From an optimization exercise on the open Yosys and OpenROAD flow, aimed at small area, a short achievable clock period and few clock cycles; shortcuts taken in it are not production practice.
Where RTL was checked, it was by simulation tests only, not by an equivalence proof against the original.

==> inputs of run a <==
Design rs_dec_kes, start of the top module:
module rs_dec_kes (
    input  logic        clk,
    input  logic        rst_n,
    input  logic        start,
    input  logic [299:0] syndromes_in_flat,
    output logic        done,
    output logic [159:0] lambda_flat,
    output logic [159:0] omega_flat
);
    localparam logic [1:0] IDLE = 2'd0, ITER = 2'd1, OMG = 2'd2, FIN = 2'd3;
    logic [9:0] S [0:29];
    always_comb for (int n = 0; n < 30; n++) S[n] = syndromes_in_flat[10*n +: 10];
    logic [1:0] st;
    logic [4:0] cnt;
    logic [4:0] L;
    logic [9:0] gam;
    logic [9:0] lam [0:15];
    logic [9:0] b   [0:14];    
    logic [9:0] w   [0:15];    
    logic [9:0] sg2, sg3;      
    logic om;                  
    logic [9:0] p [0:15];
    logic [9:0] delta;
    for (genvar i = 0; i < 16; i++) begin : g1
        gf_mul u (.a(lam[i]), .b(w[i]), .y(p[i]));
    end
    always_comb begin
        delta = 10'd0;
        for (int i = 0; i < 16; i++) delta = delta ^ p[i];
    end
    wire [9:0] gsel = om ? sg2 : gam;
    wire [9:0] dsel = om ? sg3 : delta;
    logic [9:0] t2 [0:15];
  ...
==> module rs_dec_kes, before the edit <==
module rs_dec_kes (
    input  logic        clk,
    input  logic        rst_n,
    input  logic        start,
    input  logic [299:0] syndromes_in_flat,
    output logic        done,
    output logic [159:0] lambda_flat,
    output logic [159:0] omega_flat
);
    localparam logic [1:0] IDLE = 2'd0, ITER = 2'd1, OMG = 2'd2, FIN = 2'd3;
    logic [9:0] S [0:29];
    always_comb for (int n = 0; n < 30; n++) S[n] = syndromes_in_flat[10*n +: 10];
    logic [1:0] st;
    logic [4:0] cnt;
    logic [4:0] L;
    logic [9:0] gam;
    logic [9:0] lam [0:15];
    logic [9:0] b   [0:14];    
    logic [9:0] w   [0:15];    
    logic [9:0] sg2, sg3;      
    logic om;                  
    logic [9:0] p [0:15];
    logic [9:0] delta;
    for (genvar i = 0; i < 16; i++) begin : g1
        gf_mul u (.a(lam[i]), .b(w[i]), .y(p[i]));
    end
    always_comb begin
        delta = 10'd0;
        for (int i = 0; i < 16; i++) delta = delta ^ p[i];
    end
    wire [9:0] gsel = om ? sg2 : gam;
    wire [9:0] dsel = om ? sg3 : delta;
    logic [9:0] t2 [0:15];
    logic [9:0] t3 [0:15];
    logic [9:0] lnx [0:15];
    for (genvar i = 0; i < 16; i++) begin : g2
        gf_mul u (.a(gsel), .b(lam[i]), .y(t2[i]));
    end
    assign t3[0] = 10'd0;
    for (genvar i = 1; i < 16; i++) begin : g3
        wire [9:0] bs = om ? lam[i-1] : b[i-1];
        gf_mul u (.a(bs), .b(dsel), .y(t3[i]));
    end
    always_comb for (int i = 0; i < 16; i++) lnx[i] = t2[i] ^ t3[i];
    wire last_it = (st == ITER) && (cnt == 5'd29);
    wire upd = (delta != 10'd0) && ({L, 1'b0} <= {1'b0, cnt});
    logic [2:0] u;
    logic [9:0] r1, r2, r3;
    always_comb begin
        u = (st == ITER) ? 3'd0 : cnt[2:0] + 3'd1;
        case (u)
            3'd0: begin r1 = S[14]; r3 = S[13]; r2 = S[12]; end
            3'd1: begin r1 = S[11]; r3 = S[10]; r2 = S[9];  end
            3'd2: begin r1 = S[8];  r3 = S[7];  r2 = S[6];  end
            3'd3: begin r1 = S[5];  r3 = S[4];  r2 = S[3];  end
            default: begin r1 = S[2]; r3 = S[1]; r2 = S[0]; end
        endcase
    end
    wire [9:0] snext = S[cnt + 5'd1];
    wire s0nz = (S[0] != 10'd0);
    wire s1nz = (S[1] != 10'd0);
    always_ff @(posedge clk or negedge rst_n) begin
        if (!rst_n) begin
            st  <= IDLE;
            cnt <= 5'd0;
            om  <= 1'b0;
        end else begin
            case (st)
                ITER: begin
                    cnt <= last_it ? 5'd0 : cnt + 5'd1;
                    if (last_it) begin st <= OMG; om <= 1'b1; end
                end
                OMG: begin
                    cnt <= cnt + 5'd1;
                    if (cnt[2:0] == 3'd4) begin st <= FIN; om <= 1'b0; end
                end
                default: begin
                    if (start) begin st <= ITER; cnt <= 5'd2; end
                    else st <= IDLE;
                end
            endcase
        end
    end
    always_ff @(posedge clk) begin
        if (st == ITER) begin
            for (int i = 0; i < 16; i++) lam[i] <= lnx[i];
            if (upd) begin
                for (int i = 0; i < 15; i++) b[i] <= lam[i];
                gam <= delta;
                L   <= cnt + 5'd1 - L;
            end else begin
                b[0] <= 10'd0;
                for (int i = 1; i < 15; i++) b[i] <= b[i-1];
            end
        end else if (st == OMG) begin
            for (int j = 0; j < 15; j++)
                b[j] <= (j >= 3 ? b[j-3] : 10'd0) ^ (j >= 2 ? p[j-2] : 10'd0) ^ lnx[j];
        end else if (start) begin
            for (int i = 0; i < 16; i++) lam[i] <= 10'd0;
            for (int i = 0; i < 15; i++) b[i] <= 10'd0;
            lam[0] <= s0nz ? S[0] : 10'd1;
            lam[1] <= s0nz ? S[1] : 10'd0;
            lam[2] <= s0nz ? 10'd0 : S[1];
            b[0]   <= (!s0nz && s1nz) ? 10'd1 : 10'd0;
            b[1]   <= s0nz ? 10'd1 : 10'd0;
            b[2]   <= (!s0nz && !s1nz) ? 10'd1 : 10'd0;
            gam    <= s0nz ? S[0] : (s1nz ? S[1] : 10'd1);
            L      <= s0nz ? 5'd1 : (s1nz ? 5'd2 : 5'd0);
        end
        if ((st == IDLE || st == FIN) && start) begin
            w[0] <= S[2]; w[1] <= S[1]; w[2] <= S[0];
            for (int i = 3; i < 16; i++) w[i] <= 10'd0;
        end else if (st == ITER && !last_it) begin
            w[0] <= snext;
            for (int i = 1; i < 16; i++) w[i] <= w[i-1];
        end else begin
            for (int i = 0; i < 16; i++) w[i] <= r1;
        end
        sg2 <= r2;
        sg3 <= r3;
    end
    assign done = (st == FIN);
    always_comb begin
        for (int n = 0; n < 16; n++) lambda_flat[10*n +: 10] = lam[n];
        omega_flat[9:0] = lam[0];
        for (int j = 1; j < 16; j++)
            omega_flat[10*j +: 10] = lam[j] ^ b[j-1];
    end
endmodule
Settings: LEC_CHECK=0, CAP_MARGIN=35, CORE_MARGIN=2, CORE_UTILIZATION=70, SETUP_SLACK_MARGIN=3.5, SLEW_MARGIN=35; clock period 9.0 ns.
run.sh (not shown) runs the stock make flow with config.mk's settings and CLKGATE_MAP_FILE= SYNTH_SCRIPT=/design/flow/synth_recipe.tcl, a recipe that flattens the netlist after the stock synthesis.
==> inputs of run b, as changes to run a <==
--- a/flow/design.v
+++ b/flow/design.v
@@ -35,3 +35,3 @@
     logic [9:0] sg2, sg3;      
-    logic om;                  
+    wire om = st[1];           
     logic [9:0] p [0:15];
@@ -64,3 +64,3 @@
     always_comb begin
-        u = (st == ITER) ? 3'd0 : cnt[2:0] + 3'd1;
+        u = (st == ITER) ? 3'd0 : 3'(cnt[1:0] + 2'd1);
         case (u)
@@ -80,3 +80,2 @@
             cnt <= 5'd0;
-            om  <= 1'b0;
         end else begin
@@ -85,3 +84,3 @@
                     cnt <= last_it ? 5'd0 : cnt + 5'd1;
-                    if (last_it) begin st <= OMG; om <= 1'b1; end
+                    if (last_it) st <= OMG;
                 end
@@ -89,3 +88,3 @@
                     cnt <= cnt + 5'd1;
-                    if (cnt[2:0] == 3'd4) begin st <= FIN; om <= 1'b0; end
+                    if (cnt[1:0] == 2'd3) st <= FIN;
                 end
@@ -141,3 +140,5 @@
         for (int j = 1; j < 16; j++)
-            omega_flat[10*j +: 10] = lam[j] ^ b[j-1];
+            omega_flat[10*j +: 10] = lam[j] ^ lnx[j-1]
+                                   ^ (j >= 3 ? p[j-3] : 10'd0)
+                                   ^ (j >= 4 ? b[j-4] : 10'd0);
     end
CORE_UTILIZATION = 40   (was 70)
SETUP_SLACK_MARGIN = default   (was 3.5)
==> notes <==
Run b reached the layout checks and failed them: negative setup slack. Run a stopped in global routing.
Between run a and run b, the lower area after synthesis is in run b (gap 0.43%, measured against run b).
Of run a and run b, run a has the higher synthesized cell count (gap about 0.33%, measured against run b).
==> figures <==
Result of the run: run a aborted with a tool error; run b finished with violations
Stage where the flow stopped: run a global routing; run b -
Layout check failures: run a -; run b negative setup slack
Fraction of the mapped netlist area in compound gates: run a 10.77%; run b 10.98%
Total number of clock tree sinks: run a 513; run b 512
Global placer's final weighted congestion: run a 1.156; run b 1.056
Share of flip-flops with an asynchronous set or reset: run a 1.559%; run b 1.367%
Number of buffers created by CTS: run a 70; run b 76
Synth Area in Simple Gates: run a 20.86%; run b 20.22%
Placed cells: run a 15590; run b 17520
Most common cell in the netlist: run a nand2_1; run b xnor2_1
Post-synthesis sequential area ratio: run a 13.45%; run b 13.48%
Area share of the leading cell type in the synthesized netlist: run a 28.67%; run b 31.00%
Height of the chip: run a 383.6 um; run b 505.1 um
Cell area after synthesis: run a 0.1009 mm2; run b 0.1004 mm2
Setup bufs post-CTS: run a 279; run b 105
Number of placement rows: run a 139; run b 183
Adder-cell area share of the yosys netlist: run a 0.2431%; run b 0.2317%
Worst setup slack after placement: run a 1965 ps; run b -29.70 ps
Testbench counts of run a, summed over its fixed seeds: cycles 108,808.
Only the layout flow was run in run b; the RTL was not checked for function there.

========
==> job 4712 <==
==> flow/design.v <==
module gf_mul (
    input  logic [9:0] a,
    input  logic [9:0] b,
    output logic [9:0] y
);
    logic [9:0] ap [0:9];
    always_comb begin
        ap[0] = a;
        for (int j = 1; j < 10; j++)
            ap[j] = {ap[j-1][8:0], 1'b0} ^ (ap[j-1][9] ? 10'h009 : 10'h000);
        y = 10'd0;
        for (int j = 0; j < 10; j++)
            if (b[j]) y = y ^ ap[j];
    end
endmodule
module rs_dec_kes (
    input  logic        clk,
    input  logic        rst_n,
    input  logic        start,
    input  logic [299:0] syndromes_in_flat,
    output logic        done,
    output logic [159:0] lambda_flat,
    output logic [159:0] omega_flat
);
    localparam logic [2:0] IDLE = 3'd0, ITER = 3'd1, OMG = 3'd2, VER = 3'd3,
                           SCL  = 3'd4, FIN  = 3'd5, RST = 3'd6;
    localparam logic [4:0] KMAX = 5'd22;
    logic [9:0] S [0:29];
    always_comb for (int n = 0; n < 30; n++) S[n] = syndromes_in_flat[10*n +: 10];
    logic [2:0] st;
    logic       om;            
    logic       sc;            
    logic       omx;           
    logic       nobet;         
    logic       fail;          
    logic [4:0] cnt;           
    logic [4:0] L;
    logic [4:0] kp1;           
    logic [4:0] ex;            
    logic [9:0] gam;
    logic [9:0] cpow;          
    logic [9:0] lam [0:15];
    logic [9:0] b   [0:14];    
    logic [9:0] w   [0:15];    
    logic [9:0] sg2, sg3;      
    logic [9:0] p [0:15];
    logic [9:0] delta;
    for (genvar i = 0; i < 16; i++) begin : g1
        gf_mul u (.a(lam[i]), .b(w[i]), .y(p[i]));
    end
    always_comb begin
        delta = 10'd0;
        for (int i = 0; i < 16; i++) delta = delta ^ p[i];
    end
    wire [9:0] gsel = omx ? (sc ? cpow : sg2) : gam;
    wire [9:0] dsel = omx ? (sc ? cpow : sg3) : delta;
    logic [9:0] t2 [0:15];
    logic [9:0] t3 [0:15];
    logic [9:0] lnx [0:15];
    for (genvar i = 0; i < 16; i++) begin : g2
        gf_mul u (.a(gsel), .b(lam[i]), .y(t2[i]));
    end
    assign t3[0] = 10'd0;
    for (genvar i = 1; i < 16; i++) begin : g3
        wire [9:0] bs = om ? lam[i-1] : b[i-1];
        gf_mul u (.a(bs), .b(dsel), .y(t3[i]));
    end
    always_comb for (int i = 0; i < 16; i++) lnx[i] = t2[i] ^ t3[i];
    function automatic logic [9:0] gsq(input logic [9:0] a);
        logic [9:0] r;
        r = 10'd0;
        for (int i = 9; i >= 0; i--) begin
            r = {r[8:0], 1'b0} ^ (r[9] ? 10'h009 : 10'h000);
            if (a[i]) r = r ^ a;
        end
        gsq = r;
    endfunction
    logic [9:0] csq, cmul;
    assign csq = gsq(cpow);
    gf_mul u_cp (.a(csq), .b(gam), .y(cmul));
    wire in_it = (st == ITER);
    wire last_it = in_it && (cnt == 5'd29);
    wire dnz = (delta != 10'd0);
    wire lok = ({L, 1'b0} <= {1'b0, cnt});
    wire upd = dnz && lok;
    wire bet = in_it && !dnz && lok && (cnt <= KMAX) && !nobet;
    wire [4:0] sidx = in_it ? cnt + 5'd1 : 5'(3 * cnt) - 5'd1;
    wire [9:0] snext = S[sidx];
    logic [3:0] ua;
    logic [9:0] r2a, r3a, r1, r2, r3;
    always_comb begin
        ua = cnt[3:0] - 4'd1;
        case (ua)
            4'd9: begin r3a = S[28]; r2a = S[27]; end
            4'd8: begin r3a = S[25]; r2a = S[24]; end
            4'd7: begin r3a = S[22]; r2a = S[21]; end
            4'd6: begin r3a = S[19]; r2a = S[18]; end
            4'd5: begin r3a = S[16]; r2a = S[15]; end
            4'd4: begin r3a = S[13]; r2a = S[12]; end
            4'd3: begin r3a = S[10]; r2a = S[9];  end
            4'd2: begin  r3a = S[7];  r2a = S[6];  end
            4'd1: begin  r3a = S[4];  r2a = S[3];  end
            default: begin r3a = S[1]; r2a = S[0]; end
        endcase
        r1 = in_it ? S[14] : snext;     
        r2 = (in_it || init) ? ((in_it ? bet : bets) ? S[27] : S[12]) : r2a;
        r3 = (in_it || init) ? ((in_it ? bet : bets) ? S[28] : S[13]) : r3a;
    end
    logic vbad, sbad;
    logic [5:0] cq;
    always_comb begin
        vbad = 1'b0;
        cq = 6'd0;
        for (int q = 12; q < 15; q++) begin
            cq = 6'(q + 3) + 6'(3 * cnt[3:0]);
            if (cq >= {1'b0, kp1} && cq <= 6'd29 && b[q] != 10'd0) vbad = 1'b1;
        end
        sbad = 1'b0;
        for (int q = 0; q < 15; q++)
            if (5'(q) >= kp1 && b[q] != 10'd0) sbad = 1'b1;
    end
    wire s0nz = (S[0] != 10'd0);
    wire s1nz = (S[1] != 10'd0);
    wire allz = (syndromes_in_flat == 300'd0);
    wire init = ((st == IDLE || st == FIN) && start) || (st == RST);
    logic [9:0] m01, m02, sq0, sq1, d2;
    gf_mul u_s01 (.a(S[0]), .b(S[1]), .y(m01));
    gf_mul u_s02 (.a(S[0]), .b(S[2]), .y(m02));
    assign sq0 = gsq(S[0]);
    assign sq1 = gsq(S[1]);
    assign d2  = s0nz ? (m02 ^ sq1) : S[2];         
    wire d2nz = (d2 != 10'd0);
    wire lok2 = s0nz || !s1nz;                      
    wire upd2 = d2nz && lok2;
    wire bets = !d2nz && lok2 && !allz && (st != RST);    
    always_ff @(posedge clk or negedge rst_n) begin
        if (!rst_n) begin
            st    <= IDLE;
            cnt   <= 5'd0;
            om    <= 1'b0;
            sc    <= 1'b0;
            omx   <= 1'b0;
            nobet <= 1'b0;
        end else begin
            case (st)
                ITER: begin
                    if (bet) begin
                        st <= VER; om <= 1'b1; omx <= 1'b1; cnt <= 5'd9;
                    end else if (last_it) begin
                        st <= OMG; om <= 1'b1; omx <= 1'b1; cnt <= 5'd4;
                    end else cnt <= cnt + 5'd1;
                end
                OMG: begin
                    cnt <= cnt - 5'd1;
                    if (cnt[3:0] == 4'd0) begin st <= FIN; om <= 1'b0; omx <= 1'b0; end
                end
                VER: begin
                    cnt <= cnt - 5'd1;
                    if (cnt[3:0] == 4'd0) begin st <= SCL; om <= 1'b0; sc <= 1'b1; end
                end
                SCL: begin
                    sc <= 1'b0;
                    omx <= 1'b0;
                    st <= (fail || sbad) ? RST : FIN;
                end
                RST: begin
                    st <= ITER; cnt <= 5'd3; nobet <= 1'b1;
                end
                default: begin
                    if (start) begin
                        nobet <= 1'b0;
                        if (allz) st <= FIN;
                        else if (bets) begin
                            st <= VER; om <= 1'b1; omx <= 1'b1; cnt <= 5'd9;
                        end else begin
                            st <= ITER; cnt <= 5'd3;
                        end
                    end else st <= IDLE;
                end
            endcase
        end
    end
    always_ff @(posedge clk) begin
        if (init) begin
            for (int i = 0; i < 16; i++) lam[i] <= 10'd0;
            for (int i = 0; i < 15; i++) b[i] <= 10'd0;
            if (s0nz) begin
                lam[0] <= sq0; lam[1] <= m01; lam[2] <= d2;
                if (upd2) begin b[0] <= S[0]; b[1] <= S[1]; end
                else b[2] <= 10'd1;
                gam <= upd2 ? d2 : S[0];
                L   <= upd2 ? 5'd2 : 5'd1;
            end else if (s1nz) begin
                lam[0] <= S[1]; lam[1] <= S[2]; lam[2] <= sq1;
                b[1] <= 10'd1;
                gam <= S[1];
                L   <= 5'd2;
            end else begin
                lam[0] <= 10'd1; lam[3] <= S[2];
                if (upd2) b[0] <= 10'd1;
                else if (!allz) b[3] <= 10'd1;
                gam <= upd2 ? S[2] : 10'd1;
                L   <= upd2 ? 5'd3 : 5'd0;
            end
        end else if (in_it) begin
            for (int i = 0; i < 16; i++) lam[i] <= lnx[i];
            if (upd) begin
                for (int i = 0; i < 15; i++) b[i] <= lam[i];
                gam <= delta;
                L   <= cnt + 5'd1 - L;
            end else begin
                b[0] <= 10'd0;
                for (int i = 1; i < 15; i++) b[i] <= b[i-1];
            end
        end else if (om) begin
            for (int j = 0; j < 15; j++)
                b[j] <= (j >= 3 ? b[j-3] : 10'd0) ^ (j >= 2 ? p[j-2] : 10'd0) ^ lnx[j];
        end else if (sc) begin
            for (int i = 0; i < 16; i++) lam[i] <= t2[i];
            for (int j = 0; j < 15; j++) b[j] <= t3[j+1];
        end
        if (bet || init) begin
            kp1  <= in_it ? cnt + 5'd1 : 5'd3;
            ex   <= in_it ? 5'd29 - cnt : 5'd27;
            cpow <= 10'd1;
            fail <= 1'b0;
        end else if (st == VER) begin
            if (vbad) fail <= 1'b1;
            if (cnt[3:0] >= 4'd5) cpow <= ex[cnt[3:0] - 4'd5] ? cmul : csq;
        end
        if (init) begin
            w[0] <= bets ? S[29] : S[3];
            w[1] <= S[2]; w[2] <= S[1]; w[3] <= S[0];
            for (int i = 4; i < 16; i++) w[i] <= 10'd0;
        end else if (in_it && !last_it) begin
            w[0] <= bet ? S[29] : snext;
            for (int i = 1; i < 16; i++) w[i] <= w[i-1];
        end else begin
            for (int i = 0; i < 16; i++) w[i] <= r1;
        end
        sg2 <= r2;
        sg3 <= r3;
    end
    assign done = (st == FIN);
    always_comb begin
        for (int n = 0; n < 16; n++) lambda_flat[10*n +: 10] = lam[n];
        omega_flat[9:0] = lam[0];
        for (int j = 1; j < 16; j++)
            omega_flat[10*j +: 10] = lam[j] ^ b[j-1];
    end
endmodule
==> flow/flow/run.sh <==
#!/bin/bash
# The standard layout (the standard.sh, unchanged synthesis and steps),
# with the port buffers inserted by buffer_ports made of
# sky130_fd_sc_hd__buf_2 instead of the default cell.
set -euo pipefail
export BUFFER_PORTS_ARGS="-buffer_cell sky130_fd_sc_hd__buf_2"
bash standard.sh "BUFFER_PORTS_ARGS=-buffer_cell sky130_fd_sc_hd__buf_2" finish > standard_flow.log 2>&1
==> flow/standard.sh <==
#!/bin/bash
# synth_recipe.tcl (not shown) runs the flow's synth.tcl, then flattens the netlist and writes it again
# the make line also repeats each setting of config.mk as NAME=value (left out here)
make -C /OpenROAD-flow-scripts/flow DESIGN_CONFIG=/design/flow/config.mk WORK_HOME=/design/flow/orfs CLKGATE_MAP_FILE= SYNTH_SCRIPT=/design/flow/synth_recipe.tcl "${@:-finish}"
==> flow/config.mk <==
export PLATFORM = sky130hd
export DESIGN_NAME = rs_dec_kes
export DESIGN_NICKNAME = rs_dec_kes
export VERILOG_FILES = /design/flow/design.v
export SDC_FILE = /design/flow/constraint.sdc
export NUM_CORES = 8
export LEC_CHECK = 0
export CAP_MARGIN = 35
export CORE_MARGIN = 2
export CORE_UTILIZATION = 50
export SETUP_SLACK_MARGIN = 3.3
export SLEW_MARGIN = 35
==> flow/constraint.sdc <==
create_clock -name core_clock -period 9.0 [get_ports {clk}]
set_input_delay 1.8000 -clock core_clock [delete_from_list [all_inputs] [get_ports {clk}]]
set_output_delay 1.8000 -clock core_clock [all_outputs]
set_load 0.01 [all_outputs]
==> job 4222 (differences from job 4712) <==
- SETUP_SLACK_MARGIN: 3.3 -> 2.7
==> comparison <==
Synthesized area is the same in job 4712 and job 4222.
Against job 4222, the setup slack of job 4712 is higher by 0.46 ns.
Clock skew: job 4222 is lower than job 4712 (0.032 ns).
Between job 4222 and job 4712, the lower wire length is in job 4222 (gap about 3.5%, measured against job 4712).
Between job 4712 and job 4222, the lower sequential share of layout area is in job 4712 (gap 0.32 points).
Between job 4222 and job 4712, the lower design area is in job 4222 (gap about 6%, measured against job 4712).
In job 4712 the critical path depth is lower than in job 4222, by 4.
==> figures <==
metric                                                                           job 4222                  job 4712
Met1 Track Usage GR                                                                 0.660                     0.672
Vias in the first global route                                                     115000                    116000
Achievable frequency                                                            0.158 GHz                 0.170 GHz
Standard cell with the maximum stage delay on the critical path  sky130_fd_sc_hd__xnor3_1  sky130_fd_sc_hd__nand2_4
Register-to-register setup slack                                                  2.65 ns                   3.11 ns
WP data required                                                                  9.59 ns                   9.66 ns
Critical Path Start                                                   lam[3][2]$_DFFE_PP_            sc$_DFFE_PN0P_
Count of inserted antenna diode cells                                                 122                       106
DP HPWL                                                                            461 mm                    466 mm
Total wire length after detailed routing                                           664 mm                    689 mm
Met2 routing resource usage after global routing                                    0.725                     0.734
Result of the run                                                 complete, no violations   complete, no violations
Final-stage net count                                                               17100                     17400
Clock buffer count in the final layout                                                109                       107
Startpoint of the lowest-slack register-to-register path              lam[3][2]$_DFFE_PP_            sc$_DFFE_PN0P_
Setup Skew                                                                      0.0432 ns                 0.0747 ns
Testbench counts of job 4712, summed over its fixed seeds: cycles 76,522.
Testbench counts of job 4222, summed over its fixed seeds: cycles 76,522.

[static timing again, ports no longer ideal]
How much do the figures lean on ideal ports? The routed layouts below were timed once more, with nothing changed but the port constraints. Step 1 assumes that a clkbuf_16 drives the clock port and a buf_2 every other input. Step 2 adds t to the input delays and takes it off the output delays; t is the mean of the earliest and latest rising clock arrival at the registers after step 1. Input paths then give back, and output paths get back, about the clock's delay inside the block. Slacks: no drivers / after step 1 / after step 2; pairs: no drivers / after step 1.
run	t (ns)	setup WS [ns]	worst setup path after step 2	worst data-port slew with drivers (ns)	pins driven straight from the clock port
run b	0.863	-0.090 / -0.185 / 0.678	register to output	0.16	1
job 4712	0.881	3.112 / 3.112 / 2.448	input to register	0.20	1
job 4222	0.867	2.652 / 2.652 / 1.966	input to register	0.17	1
The setup slack of job 4222, which loses most, moves by 0.000 ns with the drivers and by -0.686 ns with both steps.
